From an optimization exercise on the open Yosys and OpenROAD flow, aimed at small area; shortcuts taken in it are not production practice.
Only simulation tests tie the RTL to the original design; equivalence was not proved.
No driver is modelled on the clock port, so clocking that relies on it looks cheaper here than on a real chip.

==> flow/design.v, too long to show whole: its modules and the start of the top module <==
// module power: 7247 lines
// module power_fa: 10 lines
// module power_inv: 6 lines
module power #(
    parameter DATA_WIDTH = 32
)(
    input  wire                     clk,
    input  wire                     reset_n,
    input  wire                     s_valid,
    input  wire  [DATA_WIDTH-1:0]   s_data,
    output wire                     s_ready,
    input  wire                     m_ready,
    output wire                     m_valid,
    output wire  [63:0]             m_data
);
  // ...
==> flow/run.sh <==
#!/bin/bash
# synth_recipe.tcl (not shown) runs the flow's synth.tcl, then flattens the netlist and writes it again
# the make line also repeats each setting of config.mk as NAME=value (left out here)
make -C /OpenROAD-flow-scripts/flow DESIGN_CONFIG=/design/flow/config.mk WORK_HOME=/design/flow/orfs CLKGATE_MAP_FILE= SYNTH_SCRIPT=/design/flow/synth_recipe.tcl finish
==> flow/config.mk <==
export PLATFORM = sky130hd
export DESIGN_NAME = power
export DESIGN_NICKNAME = power
export VERILOG_FILES = /design/flow/design.v
export SDC_FILE = /design/flow/constraint.sdc
export NUM_CORES = 4
export LEC_CHECK = 0
export CAP_MARGIN = 20
export CORE_MARGIN = 2
export CORE_UTILIZATION = 40
export SLEW_MARGIN = 20
export SYNTH_HIERARCHICAL = 1
==> flow/constraint.sdc <==
create_clock -name core_clock -period 11.0 [get_ports {clk}]
set_input_delay 2.2000 -clock core_clock [delete_from_list [all_inputs] [get_ports {clk}]]
set_output_delay 2.2000 -clock core_clock [all_outputs]
set_load 0.01 [all_outputs]
==> reports/metrics.csv, run 1 <==
metric;value;unit
synth_compound_area_share;2.144;%
clk_path_buf_depth;2;
clk_latency;480;ps
post-route-min-period;10550;ps
nonClockBufferCount;306;
core;0.1473;mm2
yosysWarnings;7;
drive_gt1_share;4.830;%
synth.ff_latch_count;123;
r2r-start;r_x2[0];
dieHeight;388.7;um
start_kind;flop;
hold_depth;1;
regArea;0.003684;mm2
crit_arrival;8350;ps
synth-simple-area-share;15.41;%
drt_first_pass_iters;5;
synth_most_common_cell;nor2_1;
run_status;timing/DRC/antenna clean;
synthXorXnorAreaFrac;3.478;%
grt_use_met1;31.96;%
period_share;95.93;%
seq_area_frac_synth;6.224;%
buffer_area_share;4.128;%
synth.area.mux_share;0.01903;%
skew;19.50;ps
hpwl;136300;um
synth_top_family_by_area;adder cells;
grt_use_met3;4.362;%
antenna_found_initial;2;
htree_levels;4;
startpoint;r_x4[6];
wl_met1;69310;um
placed_cell_area;0.06197;mm2
seq_share;5.891;%
largest_register;r_x2;
vias;42170;
==> run 2: changes to the inputs <==
==> flow/flow/run.sh (new file) <==
#!/bin/bash
# The standard layout, with one change: the port buffers that global
# placement inserts are buf_1 cells (buffer_ports picks clkdlybuf4s50_1 on
# its own).  Everything else, synthesis included, is standard.sh's.
set -euo pipefail
bash standard.sh 'BUFFER_PORTS_ARGS=-buffer_cell sky130_fd_sc_hd__buf_1' finish > standard_flow.log 2>&1
==> flow/standard.sh (new file) <==
#!/bin/bash
# synth_recipe.tcl (not shown) runs the flow's synth.tcl, then flattens the netlist and writes it again
# the make line also repeats each setting of config.mk as NAME=value (left out here)
make -C /OpenROAD-flow-scripts/flow DESIGN_CONFIG=/design/flow/config.mk WORK_HOME=/design/flow/orfs CLKGATE_MAP_FILE= SYNTH_SCRIPT=/design/flow/synth_recipe.tcl "${@:-finish}"
removed: flow/run.sh
==> run 2 against run 1 <==
- sequential share of layout area up 0.078 points
- clock skew shrank 3.7 ps
- via count hardly changed
- sequential cell count unchanged
- non-clock buffer count shrank 30
- worst hold slack gained 5.9 ps
- critical path type unchanged
- highest routed layer is now met4
==> reports/metrics.csv, run 2 <==
metric;value;unit;change
run_status;timing/DRC/antenna clean;;unchanged
grt_max_degree;61;;unchanged
path_clk_slew;60;ps;about the same
vias;42150;;was 42.17k
tightest_slew;1046;ps;was 997.4 ps
crit_fanout;16;;was 26
period_share;95.41;%;was 95.93%
yosysUniqueCellTypes;61;;unchanged
nets;7556;;was 7,586
ctsHoldBuffers;0;;unchanged
setup_ws;505.2;ps;was 447.5 ps
synth_most_common_cell;nor2_1;;unchanged
core;0.1473;mm2;unchanged
via_per_inst;5.705;;was 5.686
endpoint_kind;output port;;unchanged
slew_headroom;30.28;%;was 33.51%
n_antenna_cell;0;;unchanged
numCtsBuffers;17;;unchanged
clk_path_buf_depth;2;;unchanged
grt_use_met3;4.758;%;was 4.362%
yosysWarnings;7;;unchanged
syn_to_final_growth;4.262;%;was 5.651%
dieHeight;388.7;um;unchanged
cp_data_required_time;8800;ps;about the same
dominantRegCellSynth;edfxtp_1;;unchanged
drtAntennaViolNets;0;;unchanged
maxCapViolations;0;;unchanged
grt_use_met1;31.80;%;was 31.96%
synth_top_area_share;64.23;%;unchanged
crit_arrival;8290;ps;was 8350 ps
seq_area_frac_synth;6.224;%;unchanged
synth_area_leaders;fa_1, nor2_1, edfxtp_1, ha_1, xnor2_1;;unchanged
synth_area_per_cell;10.43;um2;unchanged
numPortBuffers;97;;unchanged
drv_slew;0;;unchanged
row_count;141;;unchanged
synth_edf_count;121;;unchanged
clk_latency;490;ps;was 480 ps
largestRegisters;r_x2 (61), r_x4 (60);;unchanged
drive_gt1_share;4.343;%;was 4.830%
post-route-min-period;10490;ps;was 10,550 ps
largest_reg_flops;61;;unchanged
wirelength;186100;um;was 186,000 um
ioPinCount;102;;unchanged
die_area;0.1511;mm2;unchanged
largest_register;r_x2;;unchanged
use_met2;42.84;%;was 43.23%
synth.cells.most_frequent;nor2_1, fa_1, clkbuf_1;;unchanged
dp_slack;544.8;ps;was 796.5 ps
ctsRootBufferMaster;clkbuf_16;;unchanged
synthCells;5675;;unchanged
synth.ff_latch_count;123;;unchanged
hold_violations;0;;unchanged
final_common_cell;nor2_1;;unchanged
die_w;388.7;um;unchanged
netlist_area;0.05919;mm2;unchanged
grt_pass1_vias;48400;;was 48.55k
hpwl;134900;um;was 136,300 um
cts_sinks;123;;unchanged
drt_first_pass_iters;6;;was 5
antenna_found_initial;0;;was 2
grt_util_all_layers;25.24;%;was 25.29%
grt_pass1_wl;289100;um;was 289,800 um
start_util;40.18;%;unchanged
cts_tree;built;;unchanged
gp_congestion;0.9389;;was 0.9246
busiest_layer;met2;;unchanged
htree_levels;4;;unchanged
start_kind;flop;;unchanged
final_cell_mix;nor2_1, fa_1, ha_1, buf_4, xnor2_1;;was nor2_1, fa_1, buf_4, ha_1, xnor2_1
rsz0062_at_grt;false;;unchanged
yosys.area.top_type;fa_1;;unchanged
whs;464.4;ps;was 458.5 ps
async_flop_share;1.626;%;unchanged
drc;0;;unchanged
wl_per_cell;25.19;um;was 25.08 um
max_freq;95.29;MHz;was 94.76 MHz
final-setup-viol-count;0;;unchanged
skew;15.84;ps;was 19.50 ps
setup_tns;0;ps;unchanged
globalRouteOverflowTotal;0;;unchanged
crit_type;flop to output port;;unchanged
drt_iter0_drc;3571;;was 3,755
hp-class;flop to flop;;unchanged
-- run 2: cell counts after synthesis --
Identical to the previous run, type by type.
-- run 2: final cells by class --
cell class | count | area [um2]
Tap cell | 1930 | 2415
Clock inverter | 15 | 148.9
Timing Repair Buffer | 276 | 1733
Clock buffer | 17 | 425.4
Inverter | 156 | 585.6
Multi-Input combinational cell | 4870 | 52720
Sequential cell | 123 | 3684
Fill cell | 13990 | 85600
-- run 2: cell families after synthesis --
| family | share of synthesized area, % |
|---|---|
| mux | 0.01902 |
| flops | 6.224 |
| xor+xnor | 3.478 |
| fa+ha+maj | 67.97 |
| compound gates | 2.144 |
| simple gates | 15.41 |
| other cells | 0.006336 |
| buf+inv | 4.744 |
-- run 2: per-module statistics from Yosys, one instance, submodules excluded --
module | flip-flops and latches | cells inside | copies in the design
power_fa | 0 | 1 | 1890
power_inv | 0 | 32 | 1
power | 123 | 3753 | 1
-- run 2: repair_timing --
item | CTS | global route
resized for setup | 0 | 1
buffers inserted | 0 | 7
setup endpoints to repair | 0 | 2
-- run 2: metal layers --
metal,vias to the layer above,part of all wire (%)
met5,-,0
li1,16530,-
met1,22430,37
met4,0,4.2
met2,2659,49
met3,522,9.5
-- run 2: per-stage QoR --
stage                     util, %  area (um2)  instances
after global placement      41.46       61080       7348
after CTS                   41.85       61650       7380
after detailed placement    41.46       61080       7348
after floorplan                 -       59200       5678
after global routing        41.89       61710       7387
final                       41.89       61710       7387
-- run 2: final timing paths --
kind / start / endpoint / slack (ps) / depth (start not counted)
min reg2reg: r_vpipe / r_valid / 460 / 1
min in group asynchronous: reset_n / r_valid / 1500 / 1
max in group asynchronous: reset_n / r_vpipe / 9380 / 1
max: r_x4[2] / m_data[63] / 510 / 22
max reg2reg: r_x2[0] / r_x4[58] / 2680 / 22
min: r_vpipe / r_valid / 460 / 1
-- run 2: critical path: stages (launching register included) --
cell,delay [ps]
edfxtp_1,700
buf_4,360
nor2_1,110
fa_1,430
fa_1,580
fa_1,450
fa_1,470
fa_1,440
fa_1,420
fa_1,390
ha_1,350
nand4_1,170
nor3_1,270
o2111a_1,270
o21a_1,200
a31oi_1,330
o41ai_2,430
buf_4,200
a21oi_1,100
a21oi_2,400
a21oi_1,170
xnor2_1,370
buf_1,200
==> run 3: changes to the inputs <==
--- a/flow/config.mk
+++ b/flow/config.mk
@@ -8,5 +8,6 @@
 export CAP_MARGIN = 20
 export CORE_MARGIN = 2
 export CORE_UTILIZATION = 40
+export CTS_BUF_LIST = sky130_fd_sc_hd__clkbuf_8
 export SLEW_MARGIN = 20
 export SYNTH_HIERARCHICAL = 1
==> run 3 against run 2 <==
- sequential share of layout area is essentially flat
- clock skew up 9.8 ps
- maximum frequency shrank 0.62%
- still clean
- register-to-register slack worse by 40 ps
- critical path type unchanged
==> reports/metrics.csv, run 3 <==
metric;value;unit;change
dp_slack;544.8;ps;unchanged
fill_cells;14020;;was 13.99k
endpoint_kind;output port;;unchanged
hp-start;r_vpipe;;unchanged
grt_pass1_wl;289100;um;about the same
largest_register;r_x2;;unchanged
synth.cells.most_frequent;nor2_1, fa_1, clkbuf_1;;unchanged
path_delay_family;adder cells;;unchanged
vias;42010;;was 42.15k
period_share;96.01;%;was 95.41%
grt_util_all_layers;25.23;%;was 25.24%
antenna_found_initial;2;;was 0
core;0.1473;mm2;unchanged
drtAntennaViolNets;0;;unchanged
wl_per_cell;25.13;um;was 25.19 um
tightest_slew;1031;ps;was 1046 ps
synth.ff_latch_count;123;;unchanged
cp_data_required_time;8800;ps;about the same
drt_first_pass_iters;6;;unchanged
largest_reg_flops;61;;unchanged
syn_to_final_growth;3.879;%;was 4.262%
skew;25.66;ps;was 15.84 ps
synthCells;5675;;unchanged
die_area;0.1511;mm2;unchanged
synth_area_per_cell;10.43;um2;unchanged
crit_fanout;16;;unchanged
hold_violations;0;;unchanged
final-setup-viol-count;0;;unchanged
post-route-min-period;10560;ps;was 10,490 ps
final_cell_mix;nor2_1, fa_1, ha_1, xnor2_1, buf_4;;was nor2_1, fa_1, ha_1, buf_4, xnor2_1
start_util;40.18;%;unchanged
wirelength;185600;um;was 186,100 um
crit_slowest_cell;edfxtp_1;;unchanged
die_w;388.7;um;unchanged
nets;7551;;was 7,556
ctsRootBufferMaster;clkbuf_8;;was clkbuf_16
ctsHoldBuffers;0;;unchanged
rsz0062_at_grt;false;;unchanged
numCtsBuffers;17;;unchanged
hp-class;flop to flop;;unchanged
synth_top_area_share;64.23;%;unchanged
ioPinCount;102;;unchanged
yosysUniqueCellTypes;61;;unchanged
cts_sinks;123;;unchanged
globalRouteOverflowTotal;0;;unchanged
grt_max_degree;61;;unchanged
drv_slew;0;;unchanged
grt_pass1_vias;48430;;was 48.40k
setup_ws;439.4;ps;was 505.2 ps
seq_area_frac_synth;6.224;%;unchanged
drc;0;;unchanged
r2r-start;r_x2[0];;unchanged
via_per_inst;5.690;;was 5.705
htree_levels;4;;unchanged
drt_iter0_drc;3568;;was 3,571
crit_buf_inv;3;;unchanged
start_kind;flop;;unchanged
gp_congestion;0.9389;;unchanged
yosys.area.top_type;fa_1;;unchanged
finish.utilization;41.74;%;was 41.89%
drive_gt1_share;4.255;%;was 4.343%
hpwl;134900;um;unchanged
clk_latency;550;ps;was 490 ps
synth_edf_count;121;;unchanged
crit_type;flop to output port;;unchanged
run_status;timing/DRC/antenna clean;;unchanged
path_clk_slew;80;ps;was 60 ps
dominantRegCellSynth;edfxtp_1;;unchanged
numPortBuffers;97;;unchanged
async_flop_share;1.626;%;unchanged
largestRegisters;r_x2 (61), r_x4 (60);;unchanged
setup_tns;0;ps;unchanged
cts_tree;built;;unchanged
synth_area_leaders;fa_1, nor2_1, edfxtp_1, ha_1, xnor2_1;;unchanged
crit_chain;buf_4 -> nor2_1 -> fa_1 -> fa_1 -> fa_1 -> fa_1 -> fa_1 -> fa_1 -> fa_1 -> ha_1 -> nand4_1 -> nor3_1 -> o2111a_1 -> o21a_1 -> a31oi_1 -> o41ai_2 -> buf_4 -> a21oi_1 -> a21oi_2 -> a21oi_1 -> xnor2_1 -> buf_1;;unchanged
maxCapViolations;0;;unchanged
row_count;141;;unchanged
synth_most_common_cell;nor2_1;;unchanged
regArea;0.003684;mm2;unchanged
netlist_area;0.05919;mm2;unchanged
startpoint;r_x4[2];;unchanged
slew_headroom;31.24;%;was 30.28%
multi_input_area;0.05272;mm2;unchanged
max_freq;94.69;MHz;was 95.29 MHz
dieHeight;388.7;um;unchanged
crit_arrival;8360;ps;was 8290 ps
final_common_cell;nor2_1;;unchanged
path_common_cell;fa_1;;unchanged
yosysWarnings;7;;unchanged
clk_path_buf_depth;2;;unchanged
cp_slowest_stage_delay;700;ps;about the same
-- run 3: cell count changes in the layout (fill, tap and decap cells not counted) --
cell,before,now
clkbuf_16,17,0
clkbuf_8,0,17
buf_4,177,172
diode_2,0,1
-- run 3: metrics by stage --
| stage | cells | cell area (um2) | hold WS (ps) |
|---|---|---|---|
| after floorplan | 5678 | 59200 | 424.4 |
| after global placement | 7348 | 61080 | 438.5 |
| after detailed placement | 7348 | 61080 | 448.0 |
| after CTS | 7382 | 61480 | 469.5 |
| after global routing | 7383 | 61480 | 510.1 |
| final | 7383 | 61480 | 469.5 |
-- run 3: cell families (layout without fill, tap and decap cells) --
logic type / after synthesis / count (layout) / synth area share (%)
simple gates: 2376 / 2376 / 15.41
compound gates: 178 / 178 / 2.144
mux: 1 / 1 / 0.01902
xor+xnor: 235 / 235 / 3.478
fa+ha+maj: 2076 / 2076 / 67.97
buf+inv: 685 / 459 / 4.744
other cells: 1 / 5 / 0.006336
flops: 123 / 123 / 6.224
-- run 3: per-layer routing --
| metal | wire (um) | vias to the layer above | GRT usage (%) | part of all wire, % |
|---|---|---|---|---|
| li1 | - | 16530 | - | - |
| met1 | 69180 | 22390 | 31.87 | 37 |
| met2 | 91460 | 2573 | 42.76 | 49 |
| met3 | 17180 | 519 | 4.809 | 9.3 |
| met4 | 7719 | 2 | 10.11 | 4.2 |
| met5 | 13 | - | 0 | 0.0070 |
-- run 3: final timing paths --
check | end | slack, ps | cells after the start
max | m_data[63] | 440 | 22
min | r_valid | 470 | 1
max reg2reg | r_x4[58] | 2640 | 22
min reg2reg | r_valid | 470 | 1
max in group asynchronous | r_vpipe | 9440 | 1
min in group asynchronous | r_valid | 1440 | 1
-- run 3: Yosys stat by module, one instance, submodules excluded --
module | cells inside | flip-flops and latches | cell area, um2
power_inv | 32 | 0 | 120.1
power | 3753 | 123 | 21230
power_fa | 1 | 0 | 20.02
-- run 3: layout make-up --
type / count / share of cell area [%]
Sequential cell: 123 / 5.991
Tap cell: 1930 / 3.928
Multi-Input combinational cell: 4870 / 85.74
Timing Repair Buffer: 271 / 2.758
Antenna cell: 1 / 0.004070
Clock buffer: 17 / 0.3806
Clock inverter: 15 / 0.2422
Inverter: 156 / 0.9524
-- run 3: repair_timing --
item	in CTS	in global routing
buffers inserted	2	0
setup endpoints to repair	1	1
gates resized for setup	0	1
hold endpoints to repair	0	0
pin swaps	0	0
==> run 4: changes to the inputs <==
--- a/flow/config.mk
+++ b/flow/config.mk
@@ -9,5 +9,7 @@
 export CORE_MARGIN = 2
 export CORE_UTILIZATION = 40
 export CTS_BUF_LIST = sky130_fd_sc_hd__clkbuf_8
+export CTS_CLUSTER_DIAMETER = 150
+export CTS_CLUSTER_SIZE = 40
 export SLEW_MARGIN = 20
 export SYNTH_HIERARCHICAL = 1
==> run 4 against run 3 <==
- worst hold slack unchanged
- critical path depth unchanged
- design area stayed put
- count of clock-buffer cells in the layout is the same
- first-iteration DRC count stayed put
- global-route usage did not move
- non-clock buffer count stayed put
- die area unchanged
- synthesized area unchanged
- still clean
==> reports/metrics.csv, run 4 <==
metric;value;unit;change
drv_slew;0;;unchanged
path_clk_slew;80;ps;about the same
wl_per_cell;25.13;um;unchanged
multi_input_area;0.05272;mm2;unchanged
yosys.area.top_type;fa_1;;unchanged
placed_cell_area;0.06108;mm2;unchanged
period_share;96.01;%;unchanged
dominantRegCellSynth;edfxtp_1;;unchanged
drive_gt1_share;4.255;%;unchanged
synth_area_leaders;fa_1, nor2_1, edfxtp_1, ha_1, xnor2_1;;unchanged
crit_type;flop to output port;;unchanged
grt_util_all_layers;25.23;%;unchanged
hold_violations;0;;unchanged
htree_levels;4;;unchanged
final_cell_mix;nor2_1, fa_1, ha_1, xnor2_1, buf_4;;unchanged
seq_area_frac_synth;6.224;%;unchanged
clk_path_buf_depth;2;;unchanged
crit_slowest_cell;edfxtp_1;;unchanged
path_common_cell;fa_1;;unchanged
final_common_cell;nor2_1;;unchanged
gp_congestion;0.9389;;unchanged
drtAntennaViolNets;0;;unchanged
ctsHoldBuffers;0;;unchanged
grt_pass1_vias;48430;;unchanged
drt_first_pass_iters;6;;unchanged
synth_area_per_cell;10.43;um2;unchanged
yosysWarnings;7;;unchanged
crit_buf_inv;3;;unchanged
slew_headroom;31.24;%;unchanged
hp-class;flop to flop;;unchanged
post-route-min-period;10560;ps;unchanged
maxCapViolations;0;;unchanged
die_w;388.7;um;unchanged
cts_tree;built;;unchanged
numPortBuffers;97;;unchanged
wl_met1;69180;um;unchanged
final-setup-viol-count;0;;unchanged
ioPinCount;102;;unchanged
grt_max_degree;61;;unchanged
yosysUniqueCellTypes;61;;unchanged
start_util;40.18;%;unchanged
synth_top_area_share;64.23;%;unchanged
largest_reg_flops;61;;unchanged
finish.instance_area;0.06148;mm2;unchanged
via_per_inst;5.690;;unchanged
cts_sinks;123;;unchanged
syn_to_final_growth;3.879;%;unchanged
run_status;timing/DRC/antenna clean;;unchanged
antenna_found_initial;2;;unchanged
largestRegisters;r_x2 (61), r_x4 (60);;unchanged
cp_data_required_time;8800;ps;about the same
grt_pass1_wl;289100;um;unchanged
synth_edf_count;121;;unchanged
endpoint_kind;output port;;unchanged
numCtsBuffers;17;;unchanged
crit_fanout;16;;unchanged
tightest_slew;1031;ps;unchanged
drt_iter0_drc;3568;;unchanged
vias;42010;;unchanged
hpwl;134900;um;unchanged
regArea;0.003684;mm2;unchanged
cp_slowest_stage_delay;700;ps;about the same
max_freq;94.69;MHz;unchanged
synth_most_common_cell;nor2_1;;unchanged
clk_latency;550;ps;about the same
dr_wl_met3;17180;um;unchanged
synth.cells.most_frequent;nor2_1, fa_1, clkbuf_1;;unchanged
async_flop_share;1.626;%;unchanged
skew;25.66;ps;unchanged
setup_tns;0;ps;unchanged
synth.ff_latch_count;123;;unchanged
die_area;0.1511;mm2;unchanged
rsz0062_at_grt;false;;unchanged
crit_arrival;8360;ps;about the same
wl_met2;91460;um;unchanged
nets;7551;;unchanged
netlist_area;0.05919;mm2;unchanged
core;0.1473;mm2;unchanged
ctsRootBufferMaster;clkbuf_8;;unchanged
wirelength;185600;um;unchanged
start_kind;flop;;unchanged
path_delay_family;adder cells;;unchanged
row_count;141;;unchanged
fill_cells;14020;;unchanged
synthCells;5675;;unchanged
globalRouteOverflowTotal;0;;unchanged
largest_register;r_x2;;unchanged
dieHeight;388.7;um;unchanged
top_layer_used;met5;;unchanged
crit_chain;buf_4 -> nor2_1 -> fa_1 -> fa_1 -> fa_1 -> fa_1 -> fa_1 -> fa_1 -> fa_1 -> ha_1 -> nand4_1 -> nor3_1 -> o2111a_1 -> o21a_1 -> a31oi_1 -> o41ai_2 -> buf_4 -> a21oi_1 -> a21oi_2 -> a21oi_1 -> xnor2_1 -> buf_1;;unchanged
drc;0;;unchanged
run 4: cell counts after synthesis:
No cell type changed its count.
run 4: routing by layer:
metal / track usage (%) / up-vias
met5: 0 / -
met4: 10.11 / 2
met2: 42.76 / 2573
met3: 4.809 / 519
met1: 31.87 / 22390
li1: - / 16530
run 4: cell families (layout without fill, tap and decap cells):
| logic type | Yosys count | after routing | share of synthesized area, % |
|---|---|---|---|
| xor+xnor | 235 | 235 | 3.478 |
| fa+ha+maj | 2076 | 2076 | 67.97 |
| flops | 123 | 123 | 6.224 |
| simple gates | 2376 | 2376 | 15.41 |
| mux | 1 | 1 | 0.01902 |
| other cells | 1 | 5 | 0.006336 |
| buf+inv | 685 | 459 | 4.744 |
| compound gates | 178 | 178 | 2.144 |
run 4: final cells by class:
class	count	area share (%)
Antenna cell	1	0.004070
Clock buffer	17	0.3806
Clock inverter	15	0.2422
Inverter	156	0.9524
Multi-Input combinational cell	4870	85.74
Sequential cell	123	5.991
Tap cell	1930	3.928
Timing Repair Buffer	271	2.758
run 4: worst paths after layout:
check                         from    endpoint  slack (ps)  cells past startpoint
setup reg to reg           r_x2[0]    r_x4[58]        2640                     22
max in group asynchronous  reset_n     r_vpipe        9440                      1
hold / removal             r_vpipe     r_valid         470                      1
hold reg to reg            r_vpipe     r_valid         470                      1
min in group asynchronous  reset_n     r_valid        1440                      1
setup / recovery           r_x4[2]  m_data[63]         440                     22
run 4: timing repair:
item / CTS / global route
buffers inserted: 2 / 0
endpoints found under the setup margin: 1 / 1
gates resized for setup: 0 / 1
run 4: per-module statistics from Yosys, one instance, submodules excluded:
module / area (um2) / cells / times used / flip-flops and latches
power: 21230 / 3753 / 1 / 123
power_fa: 20.02 / 1 / 1890 / 0
power_inv: 120.1 / 32 / 1 / 0
run 4: stage by stage:
stage          instances  util (%)  setup slack [ps]  hold slack (ps)
6_report            7383     41.74             439.4            469.5
5_1_grt             7383     41.74             73.04            510.1
4_1_cts             7382     41.73             85.88            469.5
3_5_place_dp        7348     41.46             544.8            448.0
3_3_place_gp        7348     41.46             695.2            438.5
2_1_floorplan       5678         -              2456            424.4
==> run 5: changes to the inputs <==
==> flow/flow/run.sh (replaced) <==
#!/bin/bash
# The standard layout (standard.sh, its synthesis unchanged), with two
# changes after synthesis:
#  - the port buffers that global placement inserts are buf_1 cells
#    (buffer_ports picks clkdlybuf4s50_1 on its own);
#  - clock tree synthesis inserts no dummy loads (its arguments are ORFS's
#    own, with the buffer list of config.mk, plus -dont_use_dummy_load).
set -euo pipefail
bash standard.sh 'BUFFER_PORTS_ARGS=-buffer_cell sky130_fd_sc_hd__buf_1' \
  'CTS_ARGS=-sink_clustering_enable -repair_clock_nets -buf_list sky130_fd_sc_hd__clkbuf_8 -sink_clustering_size 30 -sink_clustering_max_diameter 100 -dont_use_dummy_load' \
  finish > standard_flow.log 2>&1
--- a/flow/config.mk
+++ b/flow/config.mk
@@ -9,7 +9,5 @@
 export CORE_MARGIN = 2
 export CORE_UTILIZATION = 40
 export CTS_BUF_LIST = sky130_fd_sc_hd__clkbuf_8
-export CTS_CLUSTER_DIAMETER = 150
-export CTS_CLUSTER_SIZE = 40
 export SLEW_MARGIN = 20
 export SYNTH_HIERARCHICAL = 1
==> run 5 against run 4 <==
- core utilization shrank 0.099 points
- worst hold slack lost 11 ps
- sequential cell count unchanged
- critical endpoint unchanged
- critical path type unchanged
==> reports/metrics.csv, run 5 <==
metric;value;unit;change
skew;40.92;ps;was 25.66 ps
crit_type;flop to output port;;unchanged
via_per_inst;5.705;;was 5.690
drt_first_pass_iters;8;;was 6
async_flop_share;1.626;%;unchanged
synthCells;5675;;unchanged
crit_fanout;15;;was 16
grt_util_all_layers;25.22;%;was 25.23%
synth.area.mux_share;0.01903;%;unchanged
grt_pass1_vias;48400;;was 48.43k
finish.utilization;41.64;%;was 41.74%
fill_cells;14030;;was 14.02k
synth_most_common_cell;nor2_1;;unchanged
post-route-min-period;10530;ps;was 10,560 ps
yosysUniqueCellTypes;61;;unchanged
vias;42040;;was 42.01k
slew_headroom;30.59;%;was 31.24%
hpwl;134900;um;unchanged
hold_violations;0;;unchanged
drive_gt1_share;3.991;%;was 4.255%
synth-adder-area-share;67.97;%;unchanged
path_clk_slew;90;ps;was 80 ps
synth-simple-area-share;15.41;%;unchanged
drtAntennaViolNets;0;;unchanged
crit_arrival;8330;ps;was 8360 ps
hp-class;flop to flop;;unchanged
final_cell_mix;nor2_1, fa_1, ha_1, xnor2_1, buf_4;;unchanged
endpoint_kind;output port;;unchanged
final_common_cell;nor2_1;;unchanged
drt_iter0_drc;3604;;was 3,568
synth.ff_latch_count;123;;unchanged
ctsRootBufferMaster;clkbuf_8;;unchanged
final-setup-viol-count;0;;unchanged
ioPinCount;102;;unchanged
cts_sinks;123;;unchanged
core;0.1473;mm2;unchanged
grt_max_degree;61;;unchanged
period_share;95.69;%;was 96.01%
dieHeight;388.7;um;unchanged
die_w;388.7;um;unchanged
drc;0;;unchanged
wirelength;185800;um;was 185,600 um
largest_register;r_x2;;unchanged
multi_input_area;0.05272;mm2;unchanged
synth_top_family_by_area;adder cells;;unchanged
synth_top_area_share;64.23;%;unchanged
clk_path_buf_depth;2;;unchanged
regArea;0.003684;mm2;unchanged
setup_tns;0;ps;unchanged
wl_per_cell;25.22;um;was 25.13 um
gp_congestion;0.9389;;unchanged
syn_to_final_growth;3.632;%;was 3.879%
max_freq;95.00;MHz;was 94.69 MHz
nets;7551;;unchanged
dominantRegCellSynth;edfxtp_1;;unchanged
numCtsBuffers;17;;unchanged
start_kind;flop;;unchanged
numPortBuffers;97;;unchanged
yosys.area.top_type;fa_1;;unchanged
drv_slew;0;;unchanged
htree_levels;4;;unchanged
synthXorXnorAreaFrac;3.478;%;unchanged
row_count;141;;unchanged
cp_data_required_time;8800;ps;about the same
clk_latency;540;ps;was 550 ps
globalRouteOverflowTotal;0;;unchanged
maxCapViolations;0;;unchanged
netlist_area;0.05919;mm2;unchanged
synth_compound_area_share;2.144;%;unchanged
seq_area_frac_synth;6.224;%;unchanged
run_status;timing/DRC/antenna clean;;unchanged
start_util;40.18;%;unchanged
grt_pass1_wl;289000;um;was 289,100 um
antenna_found_initial;2;;unchanged
die_area;0.1511;mm2;unchanged
rsz0062_at_grt;false;;unchanged
largestRegisters;r_x2 (61), r_x4 (60);;unchanged
synth_edf_count;121;;unchanged
final_cells;7369;;was 7,383
largest_reg_flops;61;;unchanged
yosysWarnings;7;;unchanged
synth_area_per_cell;10.43;um2;unchanged
tightest_slew;1041;ps;was 1031 ps
synth.cells.most_frequent;nor2_1, fa_1, clkbuf_1;;unchanged
synth_area_leaders;fa_1, nor2_1, edfxtp_1, ha_1, xnor2_1;;unchanged
cts_tree;built;;unchanged
post-place-cells;7348;;unchanged
==> run 5: cell types whose count changed in the layout (fill, tap and decap cells not counted), sizes merged <==
cell / previous run / this run
diode: 1 / 2
clkinv: 3 / 0
clkinvlp: 2 / 0
inv: 166 / 156
==> run 5: kinds of logic after synthesis <==
logic type / after synthesis
fa+ha+maj: 2076
mux: 1
buf+inv: 685
compound gates: 178
xor+xnor: 235
flops: 123
other cells: 1
simple gates: 2376
==> run 5: worst paths after layout <==
check                           startpoint  depth (start not counted)          to  slack, ps
worst max-delay path               r_x4[7]                         22  m_data[63]        470
worst min-delay path               r_vpipe                          1     r_valid        460
worst max register to register     r_x2[0]                         19    r_x4[59]       2550
worst min register to register     r_vpipe                          1     r_valid        460
max in group asynchronous          reset_n                          1     r_valid       9420
min in group asynchronous          reset_n                          1     r_valid       1450
==> run 5: per-layer routing <==
layer  up-vias  track usage, %  wire length (um)
met5         -               0                 0
li1      16510               -                 -
met3       513           4.758             17240
met2      2583           42.72             91540
met4         0           10.19              7827
met1     22430           31.88             69240
==> run 5: Yosys stat by module, one instance, submodules excluded <==
module,times used,cells inside
power_fa,1890,1
power_inv,1,32
power,1,3753
==> run 5: what timing repair did <==
item | in CTS | in global routing
hold buffers | 0 | 0
endpoints found under the setup margin | 1 | 1
endpoints found under the hold margin | 0 | 0
setup buffers | 2 | 0
gates resized for setup | 0 | 1
==> run 5: per-stage QoR <==
| step | cell area [um2] | hold slack (ps) | setup slack [ps] |
|---|---|---|---|
| 3_3_place_gp | 61080 | 438.5 | 695.2 |
| 3_5_place_dp | 61080 | 448.0 | 544.8 |
| 6_report | 61340 | 458.8 | 473.6 |
| 4_1_cts | 61330 | 463.0 | 85.05 |
| 5_1_grt | 61330 | 503.5 | 74.96 |
| 2_1_floorplan | 59200 | 424.4 | 2456 |
==> run 5: worst max-delay path: stages (launching register included) <==
cell	delay (ps)
edfxtp_1	740
buf_4	330
nor2_1	90
fa_1	470
fa_1	470
fa_1	530
fa_1	450
fa_1	440
fa_1	420
fa_1	390
ha_1	350
nand4_1	170
nor3_1	250
o2111a_1	260
o21a_1	190
a31oi_1	320
o41ai_2	430
buf_4	200
a21oi_1	100
a21oi_2	420
a21oi_1	180
xnor2_1	360
buf_1	200
==> run 5: cell type report <==
cell class / instances / area share, %
multi-input combinational: 4870 / 85.95
tap: 1930 / 3.937
sequential: 123 / 6.006
antenna: 2 / 0.008160
timing repair buffer: 271 / 2.764
inverter: 156 / 0.9547
clock buffer: 17 / 0.3815
==> run 6: changes to the inputs <==
--- a/flow/flow/run.sh
+++ b/flow/flow/run.sh
@@ -7,5 +7,5 @@
 #    own, with the buffer list of config.mk, plus -dont_use_dummy_load).
 set -euo pipefail
 bash standard.sh 'BUFFER_PORTS_ARGS=-buffer_cell sky130_fd_sc_hd__buf_1' \
-  'CTS_ARGS=-sink_clustering_enable -repair_clock_nets -buf_list sky130_fd_sc_hd__clkbuf_8 -sink_clustering_size 30 -sink_clustering_max_diameter 100 -dont_use_dummy_load' \
+  'CTS_ARGS=-sink_clustering_enable -repair_clock_nets -buf_list sky130_fd_sc_hd__clkbuf_8 -dont_use_dummy_load' \
   finish > standard_flow.log 2>&1
==> run 6 against run 5 <==
- synthesized area stayed put
- highest routed layer unchanged
- die area stayed put
- maximum frequency stayed put
- critical path type unchanged
==> reports/metrics.csv, run 6 <==
metric;value;unit;change
run_status;timing/DRC/antenna clean;;unchanged
numPortBuffers;97;;unchanged
dominantRegCellSynth;edfxtp_1;;unchanged
ioPinCount;102;;unchanged
synth.ff_latch_count;123;;unchanged
synth_top_area_share;64.23;%;unchanged
wl_per_cell;25.22;um;unchanged
seq_area_frac_synth;6.224;%;unchanged
die_area;0.1511;mm2;unchanged
endpoint_kind;output port;;unchanged
placed_cell_area;0.06108;mm2;unchanged
synth_most_common_cell;nor2_1;;unchanged
post-place-cells;7348;;unchanged
clk_latency;540;ps;about the same
dieHeight;388.7;um;unchanged
largest_register;r_x2;;unchanged
crit_type;flop to output port;;unchanged
crit_fanout;15;;unchanged
setup_ws;473.6;ps;unchanged
skew;40.92;ps;unchanged
cts_tree;built;;unchanged
hp-class;flop to flop;;unchanged
dp_slack;544.8;ps;unchanged
syn_to_final_growth;3.632;%;unchanged
finish.utilization;41.64;%;unchanged
yosysUniqueCellTypes;61;;unchanged
max_freq;95.00;MHz;unchanged
setup_tns;0;ps;unchanged
drive_gt1_share;3.991;%;unchanged
core;0.1473;mm2;unchanged
netlist_area;0.05919;mm2;unchanged
hpwl;134900;um;unchanged
grt_pass1_wl;289000;um;unchanged
antenna_found_initial;2;;unchanged
drt_iter0_drc;3604;;unchanged
row_count;141;;unchanged
vias;42040;;unchanged
slew_headroom;30.59;%;unchanged
path_clk_slew;90;ps;about the same
synth_area_per_cell;10.43;um2;unchanged
grt_util_all_layers;25.22;%;unchanged
gp_congestion;0.9389;;unchanged
drc;0;;unchanged
grt_max_degree;61;;unchanged
die_w;388.7;um;unchanged
min_to;r_valid;;unchanged
synth_edf_count;121;;unchanged
hp-start;r_vpipe;;unchanged
final_cell_mix;nor2_1, fa_1, ha_1, xnor2_1, buf_4;;unchanged
hold_violations;0;;unchanged
fill_cells;14030;;unchanged
cp_data_required_time;8800;ps;about the same
period_share;95.69;%;unchanged
whs;458.8;ps;unchanged
yosysWarnings;7;;unchanged
final-setup-viol-count;0;;unchanged
worstReg2RegEnd;r_x4[59];;unchanged
ff2ff_path_depth;19;;unchanged
maxCapViolations;0;;unchanged
start_kind;flop;;unchanged
wirelength;185800;um;unchanged
start_util;40.18;%;unchanged
largest_reg_flops;61;;unchanged
finish.instance_area;0.06134;mm2;unchanged
drt_first_pass_iters;8;;unchanged
r2r_setup_slack;2550;ps;about the same
r2r-start;r_x2[0];;unchanged
post-route-min-period;10530;ps;unchanged
via_per_inst;5.705;;unchanged
async_flop_share;1.626;%;unchanged
final_common_cell;nor2_1;;unchanged
hold_depth;1;;unchanged
cts_sinks;123;;unchanged
synthCells;5675;;unchanged
drv_slew;0;;unchanged
grt_pass1_vias;48400;;unchanged
final_cells;7369;;unchanged
ctsRootBufferMaster;clkbuf_8;;unchanged
largestRegisters;r_x2 (61), r_x4 (60);;unchanged
synth_area_leaders;fa_1, nor2_1, edfxtp_1, ha_1, xnor2_1;;unchanged
yosys.area.top_type;fa_1;;unchanged
htree_levels;4;;unchanged
nets;7551;;unchanged
synth.cells.most_frequent;nor2_1, fa_1, clkbuf_1;;unchanged
crit_arrival;8330;ps;about the same
rsz0062_at_grt;false;;unchanged
numCtsBuffers;17;;unchanged
globalRouteOverflowTotal;0;;unchanged
tightest_slew;1041;ps;unchanged
ctsHoldBuffers;0;;unchanged
clk_path_buf_depth;2;;unchanged
drtAntennaViolNets;0;;unchanged
==> run 6: cell counts in the layout (fill, tap and decap cells not counted) <==
No cell type changed its count.
==> run 6: cells by family (layout without fill, tap and decap cells) <==
family                     Yosys count  after routing  share of synthesized area (%)
DFF                                123            123                          6.224
muxes                                1              1                        0.01902
and+or+nand+nor                   2376           2376                          15.41
other                                1              6                       0.006336
xor gates and xnor gates           235            235                          3.478
adders and majority gates         2076           2076                          67.97
AOI/OAI and AO/OA                  178            178                          2.144
buffers and inverters              685            444                          4.744
==> run 6: final cells by class <==
cell class / instances / area, um2 / share of cell area (%)
Antenna cell: 2 / 5.005 / 0.008160
Multi-Input combinational cell: 4870 / 52720 / 85.95
Clock buffer: 17 / 234.0 / 0.3815
Tap cell: 1930 / 2415 / 3.937
Timing Repair Buffer: 271 / 1695 / 2.764
Inverter: 156 / 585.6 / 0.9547
Sequential cell: 123 / 3684 / 6.006
==> run 6: worst max-delay path: stages, from the launching register on <==
cell and delay, ps:
edfxtp_1 740, buf_4 330, nor2_1 90, fa_1 470
fa_1 470, fa_1 530, fa_1 450, fa_1 440
fa_1 420, fa_1 390, ha_1 350, nand4_1 170
nor3_1 250, o2111a_1 260, o21a_1 190, a31oi_1 320
o41ai_2 430, buf_4 200, a21oi_1 100, a21oi_2 420
a21oi_1 180, xnor2_1 360, buf_1 200
==> run 6: worst max-delay path by stage <==
stage / from / to / slack (ps) / cells past startpoint
final: r_x4[7] / m_data[63] / 470 / 22
after floorplan: r_x4[0] / m_data[53] / 2460 / 24
after CTS: r_x4[7] / m_data[63] / 90 / 22
after global routing: r_x4[1] / m_data[63] / 70 / 22
after detailed placement: r_x4[3] / m_data[63] / 540 / 22
after global placement: r_x4[3] / m_data[63] / 700 / 22
==> run 6: timing repair <==
action,4_1_cts,5_1_grt
setup buffers,2,0
pin swaps,0,0
endpoints found under the setup margin,1,1
gates resized for setup,0,1
==> run 6: Yosys stat by module, one instance, submodules excluded <==
| module | flops+latches | area [um2] | times used | cells inside |
|---|---|---|---|---|
| power_fa | 0 | 20.02 | 1890 | 1 |
| power_inv | 0 | 120.1 | 1 | 32 |
| power | 123 | 21230 | 1 | 3753 |
==> run 6: metal layers <==
metal  share of wire (%)  GRT usage (%)  routed length (um)
met4                 4.2          10.19                7827
met3                 9.3          4.758               17240
met2                  49          42.72               91540
met5                   0              0                   0
met1                  37          31.88               69240
==> run 7: changes to the inputs <==
==> flow/flow/run.sh (replaced) <==
#!/bin/bash
# The standard layout (standard.sh, its synthesis unchanged), with these
# changes after synthesis:
#  - the port buffers that global placement inserts are buf_1 cells
#    (buffer_ports picks clkdlybuf4s50_1 on its own);
#  - clock tree synthesis inserts no dummy loads (its arguments are ORFS's
#    own, with the buffer list of config.mk, plus -dont_use_dummy_load);
set -euo pipefail
bash standard.sh 'BUFFER_PORTS_ARGS=-buffer_cell sky130_fd_sc_hd__buf_1' \
  'CTS_ARGS=-sink_clustering_enable -repair_clock_nets -buf_list sky130_fd_sc_hd__clkbuf_8 -dont_use_dummy_load' \
  PRE_GLOBAL_PLACE_TCL="$PWD/flow/unbuffer.tcl" \
  finish > standard_flow.log 2>&1
==> flow/flow/unbuffer.tcl (new file) <==
# Global placement runs without timing-driven mode here, which would skip
# ORFS's removal of the buffers that synthesis (abc) inserted: remove them.
remove_buffers
--- a/flow/config.mk
+++ b/flow/config.mk
@@ -9,5 +9,6 @@
 export CORE_MARGIN = 2
 export CORE_UTILIZATION = 40
 export CTS_BUF_LIST = sky130_fd_sc_hd__clkbuf_8
+export GPL_TIMING_DRIVEN = 0
 export SLEW_MARGIN = 20
 export SYNTH_HIERARCHICAL = 1
==> run 7 against run 6 <==
- cell count rose by 0.62%
- global-route usage fell by 0.096 points
- count of clock-buffer cells in the layout did not move
- core utilization rose by 1.7 points
- synthesized area did not move
- non-clock buffer count rose by 46
- maximum frequency fell by 1.4%
- highest routed layer unchanged
==> reports/metrics.csv, run 7 <==
metric;value;unit;change
globalRouteOverflowTotal;0;;unchanged
post-place-cells;7389;;was 7,348
synth.ff_latch_count;123;;unchanged
setup_tns;0;ps;unchanged
yosysUniqueCellTypes;61;;unchanged
path_common_cell;fa_1;;unchanged
vias;42310;;was 42.04k
dominantRegCellSynth;edfxtp_1;;unchanged
gp_congestion;0.8581;;was 0.9389
clk_latency;570;ps;was 540 ps
placed_cell_area;0.06346;mm2;was 0.06108 mm2
synth.cells.most_frequent;nor2_1, fa_1, clkbuf_1;;unchanged
via_per_inst;5.706;;was 5.705
synth_top_family_by_area;adder cells;;unchanged
antenna_found_initial;2;;unchanged
run_status;timing/DRC/antenna clean;;unchanged
netlist_area;0.05919;mm2;unchanged
fill_cells;13610;;was 14.03k
cts_sinks;123;;unchanged
row_count;141;;unchanged
clk_path_buf_depth;2;;unchanged
synth_area_leaders;fa_1, nor2_1, edfxtp_1, ha_1, xnor2_1;;unchanged
drive_gt1_share;5.380;%;was 3.991%
final_cells;7415;;was 7,369
syn_to_final_growth;7.818;%;was 3.632%
final_common_cell;nor2_1;;unchanged
drc;0;;unchanged
hpwl;143100;um;was 134,900 um
maxCapViolations;0;;unchanged
cp_slowest_stage_delay;920;ps;was 740 ps
synth-adder-area-share;67.97;%;unchanged
seq_area_frac_synth;6.224;%;unchanged
synth-simple-area-share;15.41;%;unchanged
core;0.1473;mm2;unchanged
synth_compound_area_share;2.144;%;unchanged
synth_edf_count;121;;unchanged
nets;7597;;was 7,551
max_freq;93.67;MHz;was 95.00 MHz
grt_util_all_layers;25.13;%;was 25.22%
skew;48.44;ps;was 40.92 ps
wl_per_cell;24.84;um;was 25.22 um
crit_slowest_cell;edfxtp_1;;unchanged
crit_chain;buf_8 -> nor2_1 -> fa_1 -> fa_1 -> fa_1 -> fa_1 -> fa_1 -> fa_1 -> fa_1 -> ha_1 -> nand4_1 -> nor4_1 -> a211o_1 -> o21a_1 -> a31oi_1 -> o41ai_4 -> a21oi_1 -> a21oi_1 -> a21oi_1 -> xnor2_1 -> buf_1;;was buf_4 -> nor2_1 -> fa_1 -> fa_1 -> fa_1 -> fa_1 -> fa_1 -> fa_1 -> fa_1 -> ha_1 -> nand4_1 -> nor3_1 -> o2111a_1 -> o21a_1 -> a31oi_1 -> o41ai_2 -> buf_4 -> a21oi_1 -> a21oi_2 -> a21oi_1 -> xnor2_1 -> buf_1
synthXorXnorAreaFrac;3.478;%;unchanged
grt_max_degree;60;;was 61
grt_pass1_wl;288900;um;was 289,000 um
drt_iter0_drc;3129;;was 3,604
start_util;40.18;%;unchanged
synth_most_common_cell;nor2_1;;unchanged
final_cell_mix;nor2_1, fa_1, ha_1, xnor2_1, buf_8;;was nor2_1, fa_1, ha_1, xnor2_1, buf_4
synthCells;5675;;unchanged
hp-class;flop to flop;;unchanged
wirelength;184200;um;was 185,800 um
drtAntennaViolNets;0;;unchanged
yosysWarnings;7;;unchanged
largestRegisters;r_x2 (61), r_x4 (60);;unchanged
post-route-min-period;10680;ps;was 10,530 ps
whs;474.3;ps;was 458.8 ps
setup_ws;323.9;ps;was 473.6 ps
async_flop_share;1.626;%;unchanged
tightest_slew;1249;ps;was 1041 ps
period_share;97.06;%;was 95.69%
rsz0062_at_grt;false;;unchanged
r2r_setup_slack;3350;ps;was 2550 ps
hold_violations;0;;unchanged
path_clk_slew;60;ps;was 90 ps
numCtsBuffers;17;;unchanged
synth.area.mux_share;0.01903;%;unchanged
start_kind;flop;;unchanged
crit_arrival;8480;ps;was 8330 ps
finish.instance_area;0.06381;mm2;was 0.06134 mm2
crit_type;flop to output port;;unchanged
multi_input_area;0.05273;mm2;was 0.05272 mm2
largest_reg_flops;61;;unchanged
largest_register;r_x2;;unchanged
htree_levels;4;;unchanged
drt_first_pass_iters;5;;was 8
ioPinCount;102;;unchanged
final-setup-viol-count;0;;unchanged
yosys.area.top_type;fa_1;;unchanged
drv_slew;0;;unchanged
cts_tree;built;;unchanged
die_w;388.7;um;unchanged
die_area;0.1511;mm2;unchanged
crit_fanout;15;;unchanged
synth_top_area_share;64.23;%;unchanged
cp_data_required_time;8800;ps;about the same
numPortBuffers;97;;unchanged
slew_headroom;16.73;%;was 30.59%
dieHeight;388.7;um;unchanged
synth_area_per_cell;10.43;um2;unchanged
grt_pass1_vias;49010;;was 48.40k
regArea;0.003684;mm2;unchanged
ctsRootBufferMaster;clkbuf_8;;unchanged
dp_slack;572.3;ps;was 544.8 ps
endpoint_kind;output port;;unchanged
-- run 7: cell counts after synthesis --
Identical to the previous run, type by type.
-- run 7: layout make-up --
class / count / share of cell area, %
multi-input combinational: 4870 / 82.64
timing repair buffer: 317 / 6.516
sequential: 123 / 5.772
tap: 1930 / 3.784
inverter: 156 / 0.9176
clock buffer: 17 / 0.3667
antenna: 2 / 0.007843
-- run 7: cells by family after synthesis --
kind of cell    after synthesis
compound gates              178
mux                           1
xor+xnor                    235
simple gates               2376
fa+ha+maj                  2076
other cells                   1
buf+inv                     685
flops                       123
-- run 7: metal layers --
metal / wire, um / GRT usage, %
met5: 0 / 0
met1: 67780 / 31.41
met3: 16560 / 4.404
met2: 91310 / 42.83
met4: 8558 / 10.98
-- run 7: final timing paths --
| path | start | to | depth (start not counted) |
|---|---|---|---|
| worst max-delay path | r_x4[19] | m_data[63] | 21 |
| worst min-delay path | r_vpipe | r_valid | 1 |
| worst max register to register | r_x2[0] | r_x4[58] | 23 |
| worst min register to register | r_vpipe | r_valid | 1 |
| max in group asynchronous | reset_n | r_valid | 1 |
| min in group asynchronous | reset_n | r_vpipe | 1 |
-- run 7: per-stage QoR --
step	utilization [%]
after detailed placement	43.08
after floorplan	-
after global placement	40.56
after CTS	43.27
final	43.32
after global routing	43.32
-- run 7: what timing repair did --
action,4_1_cts,5_1_grt
cloned,0,0
resized for setup,1,1
endpoints found under the setup margin,2,2
hold buffers,0,0
pin swaps,0,0
setup buffers,5,0
-- run 7: modules after synthesis (local to each module, per instance) --
module / cells inside / area [um2]
power: 3753 / 21230
power_inv: 32 / 120.1
power_fa: 1 / 20.02
-- run 7: worst max-delay path: cells and delay by family (launching register included) --
kind | cells | cell delay [ps]
buffers and inverters | 2 | 480
AOI/OAI and AO/OA | 7 | 2040
DFF | 1 | 920
adders and majority gates | 8 | 3510
xor gates and xnor gates | 1 | 430
and+or+nand+nor | 3 | 530
==> run 8: changes to the inputs <==
==> flow/flow/run.sh (replaced) <==
#!/bin/bash
# The standard layout (standard.sh, its synthesis unchanged), with two
# changes after synthesis:
#  - the port buffers that global placement inserts are buf_1 cells
#    (buffer_ports picks clkdlybuf4s50_1 on its own);
#  - the resizer may not use buffers larger than buf_2 (flow/dontuse.tcl,
#    sourced at the start of each layout step).
set -euo pipefail
bash standard.sh synth > standard_synth.log 2>&1
H="$PWD/flow/dontuse.tcl"
bash standard.sh 'BUFFER_PORTS_ARGS=-buffer_cell sky130_fd_sc_hd__buf_1' \
  PRE_FLOORPLAN_TCL="$H" PRE_GLOBAL_PLACE_TCL="$H" PRE_RESIZE_TCL="$H" \
  PRE_DETAIL_PLACE_TCL="$H" PRE_CTS_TCL="$H" PRE_GLOBAL_ROUTE_TCL="$H" \
  PRE_REPAIR_TIMING_POST_PLACE_TCL="$H" PRE_DETAIL_ROUTE_TCL="$H" \
  finish > standard_flow.log 2>&1
==> flow/flow/dontuse.tcl (new file) <==
# Keep the resizer to small buffers: it otherwise splits the fanout of the
# registers with buf_4 cells, where buf_1/buf_2 do.
set_dont_use {sky130_fd_sc_hd__buf_4 sky130_fd_sc_hd__buf_6 sky130_fd_sc_hd__buf_8 sky130_fd_sc_hd__buf_12 sky130_fd_sc_hd__buf_16}
--- a/flow/config.mk
+++ b/flow/config.mk
@@ -9,6 +9,5 @@
 export CORE_MARGIN = 2
 export CORE_UTILIZATION = 40
 export CTS_BUF_LIST = sky130_fd_sc_hd__clkbuf_8
-export GPL_TIMING_DRIVEN = 0
 export SLEW_MARGIN = 20
 export SYNTH_HIERARCHICAL = 1
removed: flow/flow/unbuffer.tcl
==> run 8 against run 7 <==
- wire length is 0.83% higher
- clock skew is 25 ps lower
- die area stayed put
- global-route usage is 0.21 points higher
- critical path depth is 1 higher
==> reports/metrics.csv, run 8 <==
metric;value;unit;change
cts_resized;0;;was 1
start_util;40.18;%;unchanged
placed_cell_area;0.06189;mm2;was 0.06346 mm2
syn_to_final_growth;5.270;%;was 7.818%
synth_top_area_share;64.23;%;unchanged
post-place-cells;7368;;was 7,389
setup_ws;351.3;ps;was 323.9 ps
finish.instance_area;0.06230;mm2;was 0.06381 mm2
wl_per_cell;25.09;um;was 24.84 um
post-route-min-period;10650;ps;was 10,680 ps
whs;465.3;ps;was 474.3 ps
hold_violations;0;;unchanged
cts_tree;built;;unchanged
yosysUniqueCellTypes;61;;unchanged
multi_input_area;0.05271;mm2;was 0.05273 mm2
hold_depth;1;;unchanged
crit_fanout;26;;was 15
ff2ff_path_depth;19;;was 23
path_common_cell;fa_1;;unchanged
synth_area_leaders;fa_1, nor2_1, edfxtp_1, ha_1, xnor2_1;;unchanged
nets;7571;;was 7,597
hp-start;r_vpipe;;unchanged
grt_util_all_layers;25.34;%;was 25.13%
path_clk_slew;90;ps;was 60 ps
synthCells;5675;;unchanged
ioPinCount;102;;unchanged
globalRouteOverflowTotal;0;;unchanged
netlist_area;0.05919;mm2;unchanged
largest_reg_flops;61;;unchanged
skew;23.66;ps;was 48.44 ps
numCtsBuffers;17;;unchanged
final_cell_mix;nor2_1, fa_1, ha_1, xnor2_1, inv_1;;was nor2_1, fa_1, ha_1, xnor2_1, buf_8
row_count;141;;unchanged
synth.cells.most_frequent;nor2_1, fa_1, clkbuf_1;;unchanged
cp_data_required_time;8800;ps;about the same
tightest_slew;1229;ps;was 1249 ps
hpwl;139100;um;was 143,100 um
final_cells;7403;;was 7,415
grt_max_degree;67;;was 60
min_to;r_valid;;unchanged
dieHeight;388.7;um;unchanged
run_status;timing/DRC/antenna clean;;unchanged
drt_first_pass_iters;5;;unchanged
seq_area_frac_synth;6.224;%;unchanged
r2r_setup_slack;3100;ps;was 3350 ps
dominantRegCellSynth;edfxtp_1;;unchanged
antenna_found_initial;3;;was 2
regArea;0.003684;mm2;unchanged
gp_congestion;0.9252;;was 0.8581
endpoint_kind;output port;;unchanged
synth.ff_latch_count;123;;unchanged
worstReg2RegEnd;r_x4[58];;unchanged
drive_gt1_share;2.887;%;was 5.380%
synth_most_common_cell;nor2_1;;unchanged
numPortBuffers;97;;unchanged
hp-class;flop to flop;;unchanged
clk_latency;550;ps;was 570 ps
die_area;0.1511;mm2;unchanged
synth_edf_count;121;;unchanged
period_share;96.81;%;was 97.06%
cp_slowest_stage_delay;1100;ps;was 920 ps
setup_tns;0;ps;unchanged
yosys.area.top_type;fa_1;;unchanged
die_w;388.7;um;unchanged
grt_pass1_wl;291200;um;was 288,900 um
cts_sinks;123;;unchanged
ctsHoldBuffers;0;;unchanged
vias;42210;;was 42.31k
max_freq;93.91;MHz;was 93.67 MHz
drc;0;;unchanged
slew_headroom;18.04;%;was 16.73%
start_kind;flop;;unchanged
async_flop_share;1.626;%;unchanged
crit_type;flop to output port;;unchanged
final-setup-viol-count;0;;unchanged
largestRegisters;r_x2 (61), r_x4 (60);;unchanged
crit_slowest_cell;edfxtp_1;;unchanged
synth_area_per_cell;10.43;um2;unchanged
core;0.1473;mm2;unchanged
crit_chain;nor2_1 -> fa_1 -> fa_1 -> fa_1 -> fa_1 -> fa_1 -> fa_1 -> fa_1 -> ha_1 -> nand4_1 -> nor4b_1 -> dlygate4sd1_1 -> o2111a_1 -> o21a_1 -> a31oi_1 -> o41ai_2 -> a21oi_1 -> a21oi_1 -> dlygate4sd1_1 -> a21oi_1 -> xnor2_1 -> buf_1;;was buf_8 -> nor2_1 -> fa_1 -> fa_1 -> fa_1 -> fa_1 -> fa_1 -> fa_1 -> fa_1 -> ha_1 -> nand4_1 -> nor4_1 -> a211o_1 -> o21a_1 -> a31oi_1 -> o41ai_4 -> a21oi_1 -> a21oi_1 -> a21oi_1 -> xnor2_1 -> buf_1
wirelength;185700;um;was 184,200 um
fill_cells;13990;;was 13.61k
drtAntennaViolNets;0;;unchanged
r2r-start;r_x2[0];;unchanged
maxCapViolations;0;;unchanged
drt_iter0_drc;4197;;was 3,129
dp_slack;892.6;ps;was 572.3 ps
final_common_cell;nor2_1;;unchanged
largest_register;r_x2;;unchanged
grt_pass1_vias;48700;;was 49.01k
rsz0062_at_grt;false;;unchanged
via_per_inst;5.702;;was 5.706
crit_arrival;8450;ps;was 8480 ps
yosysWarnings;7;;unchanged
drv_slew;0;;unchanged
cts_setup_buffers;0;;was 5
==> run 8: cell count changes in the layout (fill, tap and decap cells not counted), moves of 7 or more <==
cell and change:
buf_8 -167, dlygate4sd1_1 +92, clkdlybuf4s18_2 +62, buf_16 -43, bufbuf_8 +37, inv_1 +32, inv_2 -32, inv_6 +7
==> run 8: per-module statistics from Yosys, one instance, submodules excluded <==
module / area (um2) / cells inside / flops+latches
power: 21230 / 3753 / 123
power_fa: 20.02 / 1 / 0
power_inv: 120.1 / 32 / 0
==> run 8: per-stage QoR <==
stage	util (%)
4_1_cts	42.27
3_5_place_dp	42.01
6_report	42.30
5_1_grt	42.30
2_1_floorplan	-
3_3_place_gp	41.96
==> run 8: kinds of logic (layout without fill, tap and decap cells) <==
logic type / count (synthesis) / in the layout / synth area share [%]
XOR/XNOR: 235 / 235 / 3.478
other: 1 / 5 / 0.006336
AND/OR/NAND/NOR: 2376 / 2376 / 15.41
buffers and inverters: 685 / 479 / 4.744
AO/OA/AOI/OAI: 178 / 178 / 2.144
adder cells (fa/ha/maj): 2076 / 2076 / 67.97
flip-flops: 123 / 123 / 6.224
multiplexers: 1 / 1 / 0.01902
==> run 8: area by class of cell <==
| type | count | area share (%) |
|---|---|---|
| diodes | 1 | 0.004016 |
| clock buffers | 17 | 0.3755 |
| clock inverters | 15 | 0.2390 |
| inverters | 156 | 0.9398 |
| multi-input cells | 4870 | 84.61 |
| flip-flops and latches | 123 | 5.912 |
| well taps | 1930 | 3.876 |
| repair buffers | 291 | 4.049 |
==> run 8: worst max-delay path: cells and delay by family, from the launching register on <==
kind                       cells  cell delay, ps
adders and majority gates      8            3310
AOI/OAI and AO/OA              7            1620
DFF                            1            1100
buffers and inverters          3             880
and+or+nand+nor                3             800
xor gates and xnor gates       1             170
==> run 8: worst max-delay path by stage <==
stage	start	to	slack [ps]
after CTS	r_x4[0]	m_data[63]	250
final	r_x4[1]	m_data[63]	350
after global routing	r_x4[1]	m_data[53]	70
after detailed placement	r_x4[0]	m_data[63]	890
after floorplan	r_x4[0]	m_data[53]	2460
after global placement	r_x4[0]	m_data[53]	920
==> run 8: routing by layer <==
metal | GRT usage (%) | up-vias | routed length [um]
li1 | - | 16570 | -
met1 | 32.18 | 22530 | 69370
met2 | 42.94 | 2575 | 91530
met3 | 4.780 | 532 | 17250
met4 | 9.841 | 0 | 7601
met5 | 0 | - | 0

-- afterwards: timing with drivers on the ports --
In the flow no input, the clock included, has a driving cell. The finished layouts below were timed again as built, in two steps. Step 1: set_driving_cell puts a clkbuf_16 on clk and a buf_2 on each other input, an assumption about the parent block. Step 2, shift: input delay + t, output delay - t, t = (earliest + latest rising clock arrival at the registers) / 2. This alone moves slack from input paths to output paths. Slacks: ideal / step 1 / step 2; pairs: ideal / step 1.
run	shift t [ns]	setup WS [ns]	pins driven straight from the clock port
run 1	0.548	0.448 / 0.370 / 0.918	1
run 2	0.559	0.505 / 0.427 / 0.987	1
run 3	0.611	0.439 / 0.366 / 0.977	1
run 4	0.611	0.439 / 0.366 / 0.977	1
run 5	0.597	0.474 / 0.400 / 0.996	1
run 6	0.597	0.474 / 0.400 / 0.996	1
run 7	0.612	0.324 / 0.259 / 0.871	1
run 8	0.619	0.351 / 0.276 / 0.894	1
After both steps every run listed still meets setup and hold.
